Source: an optimization exercise on an open RTL-to-GDS flow (aim: small area and a short achievable clock period). Production flows keep margins and buffers that such runs may drop. RTL that was checked went through simulation tests only; none was proved equivalent to the original. No activity file was given, so power comes from the tool's default toggle rates.

==> inputs of run Z <==
==> flow/design.v (excerpt) <==
module mult_top(
    input clk,
    input  [15:0] x,
    input  [15:0] y,
    output [31:0] p_out
    );
==> module elm_log13, before the edit <==
module elm_log13(
    input  [12:0] a,
    output [3:0]  n,
    output [2:0]  f
    );
    wire [12:0] oh;
    genvar i;
    generate
        for (i = 0; i < 13; i = i + 1) begin : g_oh
            if (i == 12) begin : g_top
                assign oh[i] = a[i];
            end else begin : g_rest
                assign oh[i] = a[i] & ~|a[12:i+1];
            end
        end
    endgenerate
    assign n[0] = oh[1] | oh[3] | oh[5] | oh[7] | oh[9] | oh[11];
    assign n[1] = oh[2] | oh[3] | oh[6] | oh[7] | oh[10] | oh[11];
    assign n[2] = oh[4] | oh[5] | oh[6] | oh[7] | oh[12];
    assign n[3] = oh[8] | oh[9] | oh[10] | oh[11] | oh[12];
    assign f[2] = |(oh[12:1] & a[11:0]);
    assign f[1] = |(oh[12:2] & a[10:0]);
    assign f[0] = |(oh[12:3] & a[9:0]);
endmodule
==> module elm_stage1, before the edit <==
module elm_stage1(
    input  [15:0] x,
    input  [15:0] y,
    output [16:0] pa,
    output [14:0] pb,
    output        xn,
    output        sf0,
    output [3:0]  nx,
    output [2:0]  fx,
    output [3:0]  ny,
    output [2:0]  fy,
    output        s
    );
    wire x_one = x[13] ^ x[14];
    wire x_two = ~x_one & (x[15] ^ x[14]);
    wire x_neg = x[15] & ~(x[14] & x[13]);
    wire y_one = y[13] ^ y[14];
    wire y_two = ~y_one & (y[15] ^ y[14]);
    wire y_neg = y[15] & ~(y[14] & y[13]);
    wire [16:0] ys = {y[15], y};
    wire [14:0] xs = {x[13], x[13:0]};
    assign pa = (({17{x_one}} & ys) | ({17{x_two}} & {ys[15:0], 1'b0})) ^ {17{x_neg}};
    assign pb = (({15{y_one}} & xs) | ({15{y_two}} & {xs[13:0], 1'b0})) ^ {15{y_neg}};
    assign xn = x_neg;
    assign sf0 = y_neg;
    elm_log13 lx(.a(x[12:0] ^ {13{x[13]}}), .n(nx), .f(fx));
    elm_log13 ly(.a(y[12:0] ^ {13{y[13]}}), .n(ny), .f(fy));
    wire nz = (x[13] | (|x[7:0])) & (y[13] | (|y[7:0]));
    assign s = nz & (x[13] ^ y[13]);
endmodule
==> module elm_stage2, before the edit <==
module elm_stage2(
    input  [16:0] pa,
    input  [14:0] pb,
    input         xn,
    input         sf0,
    input  [7:0]  l,
    input         s,
    input         z,
    output [17:0] e,
    output [11:0] mh,
    output        c14,
    output [13:0] pl
    );
    assign e = {pa[16], pa} + {{3{pb[14]}}, pb} + {17'd0, xn};
    wire [4:0] k = l[7:3];
    wire [2:0] f = l[2:0];
    wire [28:0] d = {28'd0, ~z} << k;
    wire [25:0] a = d[25:0] | ({26{f[2]}} & d[26:1])
                            | ({26{f[1]}} & d[27:2])
                            | ({26{f[0]}} & d[28:3]);
    wire [25:0] m = a ^ {26{s}};
    assign c14 = sf0 & (|m[13:0]);
    assign pl  = m[13:0] - {13'd0, sf0};
    assign mh  = m[25:14];
endmodule
==> module elm_stage3, before the edit <==
module elm_stage3(
    input  [17:0] e,
    input  [11:0] mh,
    input         s,
    input         c14,
    output [17:0] ph
    );
    assign ph = e + {{6{s}}, mh} + {17'd0, c14};
endmodule
==> module mult_top, before the edit <==
module mult_top(
    input clk,
    input  [15:0] x,
    input  [15:0] y,
    output [31:0] p_out
    );
    wire [16:0] pa;
    wire [14:0] pb;
    wire        xn, sf0, s;
    wire [3:0]  nx, ny;
    wire [2:0]  fx, fy;
    elm_stage1 s1(.x(x), .y(y), .pa(pa), .pb(pb), .xn(xn), .sf0(sf0),
                  .nx(nx), .fx(fx), .ny(ny), .fy(fy), .s(s));
    reg [16:0] pa_r;
    reg [14:0] pb_r;
    reg        xn_r, sf0_r, s_r, z_r;
    reg [6:0]  lx_r, ly_r;
    always @(posedge clk) begin
        pa_r  <= pa;
        pb_r  <= pb;
        xn_r  <= xn;
        sf0_r <= sf0;
        s_r   <= s;
        z_r   <= ~((x[13] | (|x[7:0])) & (y[13] | (|y[7:0])));
        lx_r  <= {nx, fx};
        ly_r  <= {ny, fy};
    end
    wire [7:0]  l = {1'b0, lx_r} + {1'b0, ly_r};
    wire [17:0] e;
    wire [11:0] mh;
    wire        c14;
    wire [13:0] pl;
    elm_stage2 s2(.pa(pa_r), .pb(pb_r), .xn(xn_r), .sf0(sf0_r), .l(l), .s(s_r), .z(z_r),
                  .e(e), .mh(mh), .c14(c14), .pl(pl));
    reg [17:0] e_q;
    reg [11:0] mh_q;
    reg        s_q, c14_q;
    reg [13:0] pl_q;
    always @(posedge clk) begin
        e_q   <= e;
        mh_q  <= mh;
        s_q   <= s_r;
        c14_q <= c14;
        pl_q  <= pl;
    end
    wire [17:0] ph;
    elm_stage3 s3(.e(e_q), .mh(mh_q), .s(s_q), .c14(c14_q), .ph(ph));
    assign p_out = {ph, pl_q};
endmodule
clock: 7.0 ns
lec_check: 0
abc_area: 1
cap_margin: 20
core_margin: 2
core_utilization: 40
setup_slack_margin: 3.0
slew_margin: 20
standard.sh (not shown) runs the stock make flow with config.mk's settings and CLKGATE_MAP_FILE= SYNTH_SCRIPT=/design/flow/synth_recipe.tcl, a recipe that flattens the netlist after the stock synthesis.
==> flow/flow/run.sh <==
#!/bin/bash
# Layout flow: the standard ORFS flow (standard.sh) with two changes:
#  - Yosys's full/half adder extraction is off (ADDER_MAP_FILE empty), so ABC
#    maps the adders itself;
#  - the port buffers are sky130_fd_sc_hd__buf_2 instead of the delay buffer
#    buffer_ports picks by default.
# make's full output goes to flow_make.log; each tool's log is under orfs/logs/.
set -euo pipefail
cd "$(dirname "$0")/.."
bash standard.sh ADDER_MAP_FILE= "BUFFER_PORTS_ARGS=-buffer_cell sky130_fd_sc_hd__buf_2"  finish > flow_make.log 2>&1
==> run X (differences from run Z) <==
==> flow/design.v (replaced) <==
module elm_log13(
    input  [12:0] a,
    output [3:0]  n,
    output [2:0]  f
    );
    wire        z3 = ~|a[12:5];
    wire [12:0] a1 = z3 ? {a[4:0], 8'd0} : a;
    wire        z2 = ~|a1[12:9];
    wire [12:0] a2 = z2 ? {a1[8:0], 4'd0} : a1;
    wire        z1 = ~|a2[12:11];
    wire [12:0] a3 = z1 ? {a2[10:0], 2'd0} : a2;
    wire        z0 = ~a3[12];
    wire [11:0] a4 = z0 ? {a3[10:0], 1'b0} : a3[11:0];
    wire        az = ~a3[12] & ~a3[11];
    assign n = az ? 4'd0 : 4'd12 - {z3, z2, z1, z0};
    assign f = a4[11:9];
endmodule
module elm_stage1(
    input  [15:0] x,
    input  [15:0] y,
    output [17:0] e,
    output        sf0,
    output [3:0]  nx,
    output [2:0]  fx,
    output [3:0]  ny,
    output [2:0]  fy,
    output        s
    );
    wire x_one = x[13] ^ x[14];
    wire x_two = ~x_one & (x[15] ^ x[14]);
    wire x_neg = x[15] & ~(x[14] & x[13]);
    wire y_one = y[13] ^ y[14];
    wire y_two = ~y_one & (y[15] ^ y[14]);
    wire y_neg = y[15] & ~(y[14] & y[13]);
    wire [17:0] ys = {{2{y[15]}}, y};
    wire [17:0] xs = {{4{x[13]}}, x[13:0]};
    wire [17:0] pa = (({18{x_one}} & ys) | ({18{x_two}} & {ys[16:0], 1'b0})) ^ {18{x_neg}};
    wire [17:0] pb = (({18{y_one}} & xs) | ({18{y_two}} & {xs[16:0], 1'b0})) ^ {18{y_neg}};
    assign e = pa + pb + {17'd0, x_neg};
    assign sf0 = y_neg;
    elm_log13 lx(.a(x[12:0] ^ {13{x[13]}}), .n(nx), .f(fx));
    elm_log13 ly(.a(y[12:0] ^ {13{y[13]}}), .n(ny), .f(fy));
    wire nz = (x[13] | (|x[7:0])) & (y[13] | (|y[7:0]));
    assign s = nz & (x[13] ^ y[13]);
endmodule
module elm_stage2(
    input  [17:0] e,
    input         sf0,
    input  [7:0]  l,
    input         s,
    input         z,
    output [31:0] p
    );
    wire [4:0] k = l[7:3];
    wire [2:0] f = l[2:0];
    wire [28:0] d = {28'd0, ~z} << k;
    wire [25:0] a = d[25:0] | ({26{f[2]}} & d[26:1])
                            | ({26{f[1]}} & d[27:2])
                            | ({26{f[0]}} & d[28:3]);
    wire [27:0] m = {s, s, a ^ {26{s}}};
    wire        c14 = sf0 & (|m[13:0]);
    assign p[13:0]  = m[13:0] - {13'd0, sf0};
    assign p[31:14] = e + {{4{m[27]}}, m[27:14]} + {17'd0, c14};
endmodule
module mult_top(
    input clk,
    input  [15:0] x,
    input  [15:0] y,
    output reg [31:0] p_out
    );
    wire [17:0] e;
    wire        sf0, s;
    wire [3:0]  nx, ny;
    wire [2:0]  fx, fy;
    elm_stage1 s1(.x(x), .y(y), .e(e), .sf0(sf0),
                  .nx(nx), .fx(fx), .ny(ny), .fy(fy), .s(s));
    reg [17:0] e_r;
    reg        sf0_r, s_r, z_r;
    reg [6:0]  lx_r, ly_r;
    always @(posedge clk) begin
        e_r   <= e;
        sf0_r <= sf0;
        s_r   <= s;
        z_r   <= ~((x[13] | (|x[7:0])) & (y[13] | (|y[7:0])));
        lx_r  <= {nx, fx};
        ly_r  <= {ny, fy};
    end
    wire [7:0]  l = {1'b0, lx_r} + {1'b0, ly_r};
    wire [31:0] p;
    elm_stage2 s2(.e(e_r), .sf0(sf0_r), .l(l), .s(s_r), .z(z_r), .p(p));
    always @(posedge clk)
        p_out <= p;
endmodule
==> flow/flow/run.sh (replaced) <==
#!/bin/bash
# Layout flow: the standard ORFS flow (standard.sh) with these changes:
#  - synthesis runs flow/synth.tcl: synth_recipe.tcl with ABC using flow/abc.script;
#  - Yosys's full/half adder extraction is off (ADDER_MAP_FILE empty), so ABC
#    maps the adders itself;
#  - the port buffers are sky130_fd_sc_hd__buf_2 instead of the delay buffer
#    buffer_ports picks by default.
# make's full output goes to flow_make.log; each tool's log is under orfs/logs/.
set -euo pipefail
cd "$(dirname "$0")/.."
export FLOW_ABC_SCRIPT="$PWD/flow/abc.script"
sed "s#synth_recipe.tcl#flow/synth.tcl#" standard.sh > flow_standard.sh
bash flow_standard.sh ADDER_MAP_FILE= "BUFFER_PORTS_ARGS=-buffer_cell sky130_fd_sc_hd__buf_2" finish > flow_make.log 2>&1
==> flow/flow/abc.script (new file) <==
strash
dch
map -D 5000
topo
stime -c
buffer -c
upsize -c
dnsize -c
==> flow/flow/synth.tcl (new file) <==
# synth_recipe.tcl (the standard synthesis) with one change: the abc call uses
# flow/abc.script in place of ORFS's ABC script.
proc synth {args} { yosys synth -nofsm -noshare {*}$args }
proc abc {args} {
  set i [lsearch -exact $args -script]
  lset args [expr {$i + 1}] $::env(FLOW_ABC_SCRIPT)
  yosys abc {*}$args
}
source $::env(SCRIPTS_DIR)/synth.tcl
# left out here: clear keep_hierarchy, flatten, clean up, hide names made inside functions, write 1_2_yosys.v
==> run P (differences from run Z) <==
==> flow/design.v (replaced) <==
module elm_log13(
    input  [12:0] a,
    output [3:0]  n,
    output [2:0]  f
    );
    wire        z3 = ~|a[12:5];
    wire [12:0] a1 = z3 ? {a[4:0], 8'd0} : a;
    wire        z2 = ~|a1[12:9];
    wire [12:0] a2 = z2 ? {a1[8:0], 4'd0} : a1;
    wire        z1 = ~|a2[12:11];
    wire [12:0] a3 = z1 ? {a2[10:0], 2'd0} : a2;
    wire        z0 = ~a3[12];
    wire [11:0] a4 = z0 ? {a3[10:0], 1'b0} : a3[11:0];
    wire        az = ~a3[12] & ~a3[11];
    assign n = az ? 4'd0 : 4'd12 - {z3, z2, z1, z0};
    assign f = a4[11:9];
endmodule
module elm_stage1(
    input  [15:0] x,
    input  [15:0] y,
    output [17:0] e,
    output        sf0,
    output [3:0]  nx,
    output [2:0]  fx,
    output [3:0]  ny,
    output [2:0]  fy,
    output        s
    );
    wire x_one = x[13] ^ x[14];
    wire x_two = ~x_one & (x[15] ^ x[14]);
    wire x_neg = x[15] & ~(x[14] & x[13]);
    wire y_one = y[13] ^ y[14];
    wire y_two = ~y_one & (y[15] ^ y[14]);
    wire y_neg = y[15] & ~(y[14] & y[13]);
    wire [17:0] ys = {{2{y[15]}}, y};
    wire [17:0] xs = {{4{x[13]}}, x[13:0]};
    wire [17:0] pa = (({18{x_one}} & ys) | ({18{x_two}} & {ys[16:0], 1'b0})) ^ {18{x_neg}};
    wire [17:0] pb = (({18{y_one}} & xs) | ({18{y_two}} & {xs[16:0], 1'b0})) ^ {18{y_neg}};
    assign e = pa + pb + {17'd0, x_neg};
    assign sf0 = y_neg;
    elm_log13 lx(.a(x[12:0] ^ {13{x[13]}}), .n(nx), .f(fx));
    elm_log13 ly(.a(y[12:0] ^ {13{y[13]}}), .n(ny), .f(fy));
    wire nz = (x[13] | (|x[7:0])) & (y[13] | (|y[7:0]));
    assign s = nz & (x[13] ^ y[13]);
endmodule
module elm_stage2(
    input  [17:0] e,
    input         sf0,
    input  [7:0]  l,
    input         s,
    input         z,
    output [31:0] p
    );
    wire [4:0] k = l[7:3];
    wire [2:0] f = l[2:0];
    wire [28:0] d = {28'd0, ~z} << k;
    wire [25:0] a = d[25:0] | ({26{f[2]}} & d[26:1])
                            | ({26{f[1]}} & d[27:2])
                            | ({26{f[0]}} & d[28:3]);
    wire [27:0] m = {s, s, a ^ {26{s}}};
    wire        c14 = sf0 & (|m[13:0]);
    assign p[13:0]  = m[13:0] - {13'd0, sf0};
    assign p[31:14] = e + {{4{m[27]}}, m[27:14]} + {17'd0, c14};
endmodule
module mult_top(
    input clk,
    input  [15:0] x,
    input  [15:0] y,
    output reg [31:0] p_out
    );
    wire [17:0] e;
    wire        sf0, s;
    wire [3:0]  nx, ny;
    wire [2:0]  fx, fy;
    elm_stage1 s1(.x(x), .y(y), .e(e), .sf0(sf0),
                  .nx(nx), .fx(fx), .ny(ny), .fy(fy), .s(s));
    reg [17:0] e_r;
    reg        sf0_r, s_r, z_r;
    reg [6:0]  lx_r, ly_r;
    always @(posedge clk) begin
        e_r   <= e;
        sf0_r <= sf0;
        s_r   <= s;
        z_r   <= ~((x[13] | (|x[7:0])) & (y[13] | (|y[7:0])));
        lx_r  <= {nx, fx};
        ly_r  <= {ny, fy};
    end
    wire [7:0]  l = {1'b0, lx_r} + {1'b0, ly_r};
    wire [31:0] p;
    elm_stage2 s2(.e(e_r), .sf0(sf0_r), .l(l), .s(s_r), .z(z_r), .p(p));
    always @(posedge clk)
        p_out <= p;
endmodule
Settings changed: SETUP_SLACK_MARGIN 3.0 to 3.5.
==> run summary <==
item	run P	run X	run Z
Share of the synthesized netlist area taken by xor and xnor gates	14.4%	19.7%	13.3%
Mux share of post-synthesis cell area	0.471%	0.175%	0%
Share of the final layout cell area in multi-input gates	60.8%	54.2%	57.9%
Capturing instance or port of the critical path	e_r[12]	e_r[17]	p_out[31]
Power consumed by sequential cells	575 uW	583 uW	770 uW
Largest fanout on the critical path	7	8	3
Global-route met3 utilization	3.08%	3.00%	2.75%
Area of the die	17000 um2	15300 um2	19800 um2
Stages on worst setup path	16	25	15
Row count	46	43	50
Cells on worst reg2reg path	17	32	21
Sequential cell area	1350 um2	1340 um2	1920 um2
Worst Path Arrival	3.66 ns	4.48 ns	2.39 ns
Launching element of the worst setup path	y[14]	y[13]	e_q[2]
# clk buffers	11	9	10
Worst Hold Slack	0.538 ns	0.575 ns	0.561 ns
Category of the most critical setup path	primary input to flop	primary input to flop	flop to output port
Simple-gate share of the synthesized area	39.0%	25.5%	36.7%
DP Worst Slack	2.80 ns	1.67 ns	3.26 ns
Combinational share of power	65.7%	68.2%	56.1%
Largest register FFs	32	32	18
Global-route met1 utilization	26.3%	25.5%	25.5%
GRT met2 Usage	30.0%	34.7%	27.3%
Area share of the largest cell type after synthesis	21.0%	23.5%	25.7%
Result of the run	complete, no violations	complete, no violations	complete, no violations
The RTL of run Z was laid out without a check of its function.

---

==> trial 32: inputs <==
Another version of the RTL of mult_top (not shown whole).
==> module elm_log13, before the edit <==
module elm_log13(
    input  [12:0] a,
    output [3:0]  n,
    output [2:0]  f
    );
    wire        z3 = ~|a[12:5];
    wire [12:0] a1 = z3 ? {a[4:0], 8'd0} : a;
    wire        z2 = ~|a1[12:9];
    wire [12:0] a2 = z2 ? {a1[8:0], 4'd0} : a1;
    wire        z1 = ~|a2[12:11];
    wire [12:0] a3 = z1 ? {a2[10:0], 2'd0} : a2;
    wire        z0 = ~a3[12];
    wire [11:0] a4 = z0 ? {a3[10:0], 1'b0} : a3[11:0];
    wire        az = ~a3[12] & ~a3[11];
    assign n = az ? 4'd0 : 4'd12 - {z3, z2, z1, z0};
    assign f = a4[11:9];
endmodule
==> module elm_stage1, before the edit <==
module elm_stage1(
    input  [15:0] x,
    input  [15:0] y,
    output [8:0]  el,
    output        ec,
    output [8:0]  eh,
    output        sf0,
    output [3:0]  nx,
    output [2:0]  fx,
    output [3:0]  ny,
    output [2:0]  fy,
    output        s
    );
    wire x_one = x[13] ^ x[14];
    wire x_two = ~x_one & (x[15] ^ x[14]);
    wire x_neg = x[15] & ~(x[14] & x[13]);
    wire y_one = y[13] ^ y[14];
    wire y_two = ~y_one & (y[15] ^ y[14]);
    wire y_neg = y[15] & ~(y[14] & y[13]);
    wire [17:0] ys = {{2{y[15]}}, y};
    wire [17:0] xs = {{4{x[13]}}, x[13:0]};
    wire [17:0] pa = (({18{x_one}} & ys) | ({18{x_two}} & {ys[16:0], 1'b0})) ^ {18{x_neg}};
    wire [17:0] pb = (({18{y_one}} & xs) | ({18{y_two}} & {xs[16:0], 1'b0})) ^ {18{y_neg}};
    assign {ec, el} = {1'b0, pa[8:0]} + {1'b0, pb[8:0]} + {9'd0, x_neg};
    assign eh = pa[17:9] + pb[17:9];
    assign sf0 = y_neg;
    elm_log13 lx(.a(x[12:0] ^ {13{x[13]}}), .n(nx), .f(fx));
    elm_log13 ly(.a(y[12:0] ^ {13{y[13]}}), .n(ny), .f(fy));
    wire nz = (x[13] | (|x[7:0])) & (y[13] | (|y[7:0]));
    assign s = nz & (x[13] ^ y[13]);
endmodule
==> module elm_stage2, before the edit <==
module elm_stage2(
    input  [8:0]  el,
    input         ec,
    input  [8:0]  eh,
    input         sf0,
    input  [7:0]  l,
    input         s,
    input         z,
    output [13:0] pl,
    output [8:0]  ql,
    output        qc,
    output [8:0]  qh
    );
    wire [4:0] k = l[7:3];
    wire [2:0] f = l[2:0];
    wire [3:0]  mm = z ? 4'd0 : ({1'b1, f} ^ {4{s}});
    wire [4:0]  x1 = k[0] ? {mm, s} : {s, mm};
    wire [6:0]  x2 = k[1] ? {x1, {2{s}}} : {{2{s}}, x1};
    wire [10:0] x3 = k[2] ? {x2, {4{s}}} : {{4{s}}, x2};
    wire [18:0] x4 = k[3] ? {x3, {8{s}}} : {{8{s}}, x3};
    wire [28:3] x5 = k[4] ? {x4[12:0], {13{s}}} : {{10{s}}, x4[18:3]};
    wire [27:0] m  = {s, s, x5};
    wire        lo = (k <= 5'd13) | ((k == 5'd14) & (|f))
                   | ((k == 5'd15) & (f[1] | f[0])) | ((k == 5'd16) & f[0]);
    wire        c14 = sf0 & ~z & (s | lo);
    assign pl = m[13:0] - {13'd0, sf0};
    assign {qc, ql} = {1'b0, el} + {1'b0, m[22:14]} + {9'd0, c14};
    assign qh = eh + {{4{m[27]}}, m[27:23]} + {8'd0, ec};
endmodule
==> module mult_top, before the edit <==
module mult_top(
    input clk,
    input  [15:0] x,
    input  [15:0] y,
    output [31:0] p_out
    );
    wire [8:0]  el, eh;
    wire        ec, sf0, s;
    wire [3:0]  nx, ny;
    wire [2:0]  fx, fy;
    elm_stage1 s1(.x(x), .y(y), .el(el), .ec(ec), .eh(eh), .sf0(sf0),
                  .nx(nx), .fx(fx), .ny(ny), .fy(fy), .s(s));
    reg [8:0]  el_r, eh_r;
    reg        ec_r, sf0_r, s_r, z_r;
    reg [6:0]  lx_r, ly_r;
    always @(posedge clk) begin
        el_r  <= el;
        ec_r  <= ec;
        eh_r  <= eh;
        sf0_r <= sf0;
        s_r   <= s;
        z_r   <= ~((x[13] | (|x[7:0])) & (y[13] | (|y[7:0])));
        lx_r  <= {nx, fx};
        ly_r  <= {ny, fy};
    end
    wire [7:0]  l = {1'b0, lx_r} + {1'b0, ly_r};
    wire [13:0] pl;
    wire [8:0]  ql, qh;
    wire        qc;
    elm_stage2 s2(.el(el_r), .ec(ec_r), .eh(eh_r), .sf0(sf0_r), .l(l), .s(s_r), .z(z_r),
                  .pl(pl), .ql(ql), .qc(qc), .qh(qh));
    reg [13:0] pl_q;
    reg [8:0]  ql_q, qh_q;
    reg        qc_q;
    always @(posedge clk) begin
        pl_q <= pl;
        ql_q <= ql;
        qc_q <= qc;
        qh_q <= qh;
    end
    assign p_out = {qh_q + {8'd0, qc_q}, ql_q, pl_q};
endmodule
export LEC_CHECK = 0
export ABC_AREA = 1
export CAP_MARGIN = 20
export CORE_MARGIN = 2
export CORE_UTILIZATION = 40
export SETUP_SLACK_MARGIN = 3.3
export SLEW_MARGIN = 20
create_clock -name core_clock -period 7.0 [get_ports {clk}]
==> flow/flow/run.sh <==
#!/bin/bash
# Layout flow: the standard ORFS flow (standard.sh) with two changes:
#  - Yosys's full/half adder extraction is off (ADDER_MAP_FILE empty), so ABC
#    maps the adders itself;
#  - the port buffers are sky130_fd_sc_hd__buf_2 instead of the delay buffer
#    buffer_ports picks by default.
# make's full output goes to flow_make.log; each tool's log is under orfs/logs/.
set -euo pipefail
cd "$(dirname "$0")/.."
bash standard.sh ADDER_MAP_FILE= "BUFFER_PORTS_ARGS=-buffer_cell sky130_fd_sc_hd__buf_2"  finish > flow_make.log 2>&1
==> build 84 (differences from trial 32) <==
CTS_BUF_LIST = sky130_fd_sc_hd__clkbuf_8   (was not set)
GPL_TIMING_DRIVEN = 0   (was not set)
==> build 98 (differences from trial 32) <==
==> flow/design.v, changed modules only <==
module elm_log13(
    input  [12:0] a,
    output [3:0]  n,
    output [2:0]  f
    );
    wire [12:0] oh;
    genvar i;
    generate
        for (i = 0; i < 13; i = i + 1) begin : g_oh
            if (i == 12) begin : g_top
                assign oh[i] = a[i];
            end else begin : g_rest
                assign oh[i] = a[i] & ~|a[12:i+1];
            end
        end
    endgenerate
    assign n[0] = oh[1] | oh[3] | oh[5] | oh[7] | oh[9] | oh[11];
    assign n[1] = oh[2] | oh[3] | oh[6] | oh[7] | oh[10] | oh[11];
    assign n[2] = oh[4] | oh[5] | oh[6] | oh[7] | oh[12];
    assign n[3] = oh[8] | oh[9] | oh[10] | oh[11] | oh[12];
    assign f[2] = |(oh[12:1] & a[11:0]);
    assign f[1] = |(oh[12:2] & a[10:0]);
    assign f[0] = |(oh[12:3] & a[9:0]);
endmodule
module elm_stage1(
    input  [15:0] x,
    input  [15:0] y,
    output [17:0] e,
    output        sf0,
    output [3:0]  nx,
    output [2:0]  fx,
    output [3:0]  ny,
    output [2:0]  fy,
    output        s
    );
    wire x_one = x[13] ^ x[14];
    wire x_two = ~x_one & (x[15] ^ x[14]);
    wire x_neg = x[15] & ~(x[14] & x[13]);
    wire y_one = y[13] ^ y[14];
    wire y_two = ~y_one & (y[15] ^ y[14]);
    wire y_neg = y[15] & ~(y[14] & y[13]);
    wire [17:0] ys = {{2{y[15]}}, y};
    wire [17:0] xs = {{4{x[13]}}, x[13:0]};
    wire [17:0] pa = (({18{x_one}} & ys) | ({18{x_two}} & {ys[16:0], 1'b0})) ^ {18{x_neg}};
    wire [17:0] pb = (({18{y_one}} & xs) | ({18{y_two}} & {xs[16:0], 1'b0})) ^ {18{y_neg}};
    assign e = pa + pb + {17'd0, x_neg};
    assign sf0 = y_neg;
    elm_log13 lx(.a(x[12:0] ^ {13{x[13]}}), .n(nx), .f(fx));
    elm_log13 ly(.a(y[12:0] ^ {13{y[13]}}), .n(ny), .f(fy));
    wire nz = (x[13] | (|x[7:0])) & (y[13] | (|y[7:0]));
    assign s = nz & (x[13] ^ y[13]);
endmodule
module elm_stage2(
    input  [17:0] e,
    input         sf0,
    input  [7:0]  l,
    input         s,
    input         z,
    output [31:0] p
    );
    wire [4:0] k = l[7:3];
    wire [2:0] f = l[2:0];
    wire [28:0] d = {28'd0, ~z} << k;
    wire [25:0] a = d[25:0] | ({26{f[2]}} & d[26:1])
                            | ({26{f[1]}} & d[27:2])
                            | ({26{f[0]}} & d[28:3]);
    wire [27:0] m = {s, s, a ^ {26{s}}};
    wire        c14 = sf0 & (|m[13:0]);
    assign p[13:0]  = m[13:0] - {13'd0, sf0};
    assign p[31:14] = e + {{4{m[27]}}, m[27:14]} + {17'd0, c14};
endmodule
module mult_top(
    input clk,
    input  [15:0] x,
    input  [15:0] y,
    output reg [31:0] p_out
    );
    wire [17:0] e;
    wire        sf0, s;
    wire [3:0]  nx, ny;
    wire [2:0]  fx, fy;
    elm_stage1 s1(.x(x), .y(y), .e(e), .sf0(sf0),
                  .nx(nx), .fx(fx), .ny(ny), .fy(fy), .s(s));
    reg [17:0] e_r;
    reg        sf0_r, s_r, z_r;
    reg [6:0]  lx_r, ly_r;
    always @(posedge clk) begin
        e_r   <= e;
        sf0_r <= sf0;
        s_r   <= s;
        z_r   <= ~((x[13] | (|x[7:0])) & (y[13] | (|y[7:0])));
        lx_r  <= {nx, fx};
        ly_r  <= {ny, fy};
    end
    wire [7:0]  l = {1'b0, lx_r} + {1'b0, ly_r};
    wire [31:0] p;
    elm_stage2 s2(.e(e_r), .sf0(sf0_r), .l(l), .s(s_r), .z(z_r), .p(p));
    always @(posedge clk)
        p_out <= p;
endmodule
SETUP_SLACK_MARGIN = 3.0   (was 3.3)
==> results.sh <==
export IMPL_status="finished clean"
export IMPL_dpl_cell_area_mm2=0.00638
export IMPL_min_path_cells=2
export IMPL_grt_pass1_vias=4960
export IMPL_avgRoutedWirePerCell_um=10.8
export IMPL_clkTransAtPathRegs_ns=0.07
export IMPL_design_seq_count=69
export IMPL_ff2ff_path_depth=24
export IMPL_fillCellCount=1572
The numbers above come from build 84.

==> results.sh <==
export IMPL_status="finished clean"
export IMPL_min_path_cells=2
export IMPL_fillCellCount=1557
export IMPL_design_seq_count=69
export IMPL_avgRoutedWirePerCell_um=10.7
export IMPL_ff2ff_path_depth=18
export IMPL_clkTransAtPathRegs_ns=0.06
export IMPL_wl_met1_mm=6.57
export IMPL_dpl_cell_area_mm2=0.00627
export IMPL_r2r_end="pl_q[10]"
The numbers above come from trial 32.

==> results.sh <==
export IMPL_avgRoutedWirePerCell_um=11.6
export IMPL_design_seq_count=67
export IMPL_seq_cell_power_mw=0.561
export IMPL_clkTransAtPathRegs_ns=0.06
export IMPL_min_path_cells=3
export IMPL_yosys_area_share_adder_pct=0
export IMPL_dieArea_mm2=0.0173
export IMPL_num_antenna_cells=0
export IMPL_min_path_type="reg -> reg"
export IMPL_path_cells="buf_6 > nand2_1 > inv_1 > nor2_2 > inv_4 > xor2_1 > or2_2 > nand2_1 > inv_1 > nand3_1 > o21ai_1 > nand3_1 > nand2_1 > nand3_1 > nand2_1 > a21boi_2 > o21ai_2 > a21oi_2 > nor2_1 > o21ai_0"
export IMPL_dpl_cell_area_mm2=0.00697
export IMPL_drc_errors=0
export IMPL_synth_compound_area_share_pct=13.5
export IMPL_grt_pass1_vias=5724
export IMPL_ant_nets=0
export IMPL_status="finished clean"
The numbers above come from build 98.

Only the layout flow was run in build 98; the RTL was not checked for function there.

-- what the ideal ports hide --
The flow's constraints put no driver on any port. The routed layouts listed below were extracted and timed again, unchanged, in two steps.
Step 1, drivers: a clkbuf_16 drives clk and a buf_2 each remaining input, both assumed.
Step 2 also shifts input and output timing later by t, the mid clock arrival at the registers, as if the neighbouring blocks saw the same clock.
Slacks: ideal / step 1 / step 2; pairs: ideal / step 1.
run | t, ns | setup slack, ns | slew at the worst register clock pin (ns) | worst slew at a driven data input, ns
run Z | 0.387 | 3.207 / 3.163 / 3.428 | 0.07 / 0.07 | 0.04
run X | 0.376 | 2.746 / 2.724 / 2.348 | 0.06 / 0.06 | 0.08
run P | 0.373 | 3.611 / 3.536 / 3.162 | 0.05 / 0.05 | 0.13
trial 32 | 0.364 | 3.601 / 3.608 / 3.244 | 0.06 / 0.06 | 0.04
build 84 | 0.379 | 3.608 / 3.610 / 3.231 | 0.07 / 0.07 | 0.04
build 98 | 0.370 | 3.254 / 3.265 / 2.895 | 0.06 / 0.06 | 0.04
After both steps setup and hold are still met in every run listed. The setup slack of run P, which loses most, moves by -0.075 ns with the drivers and by -0.449 ns with both steps.
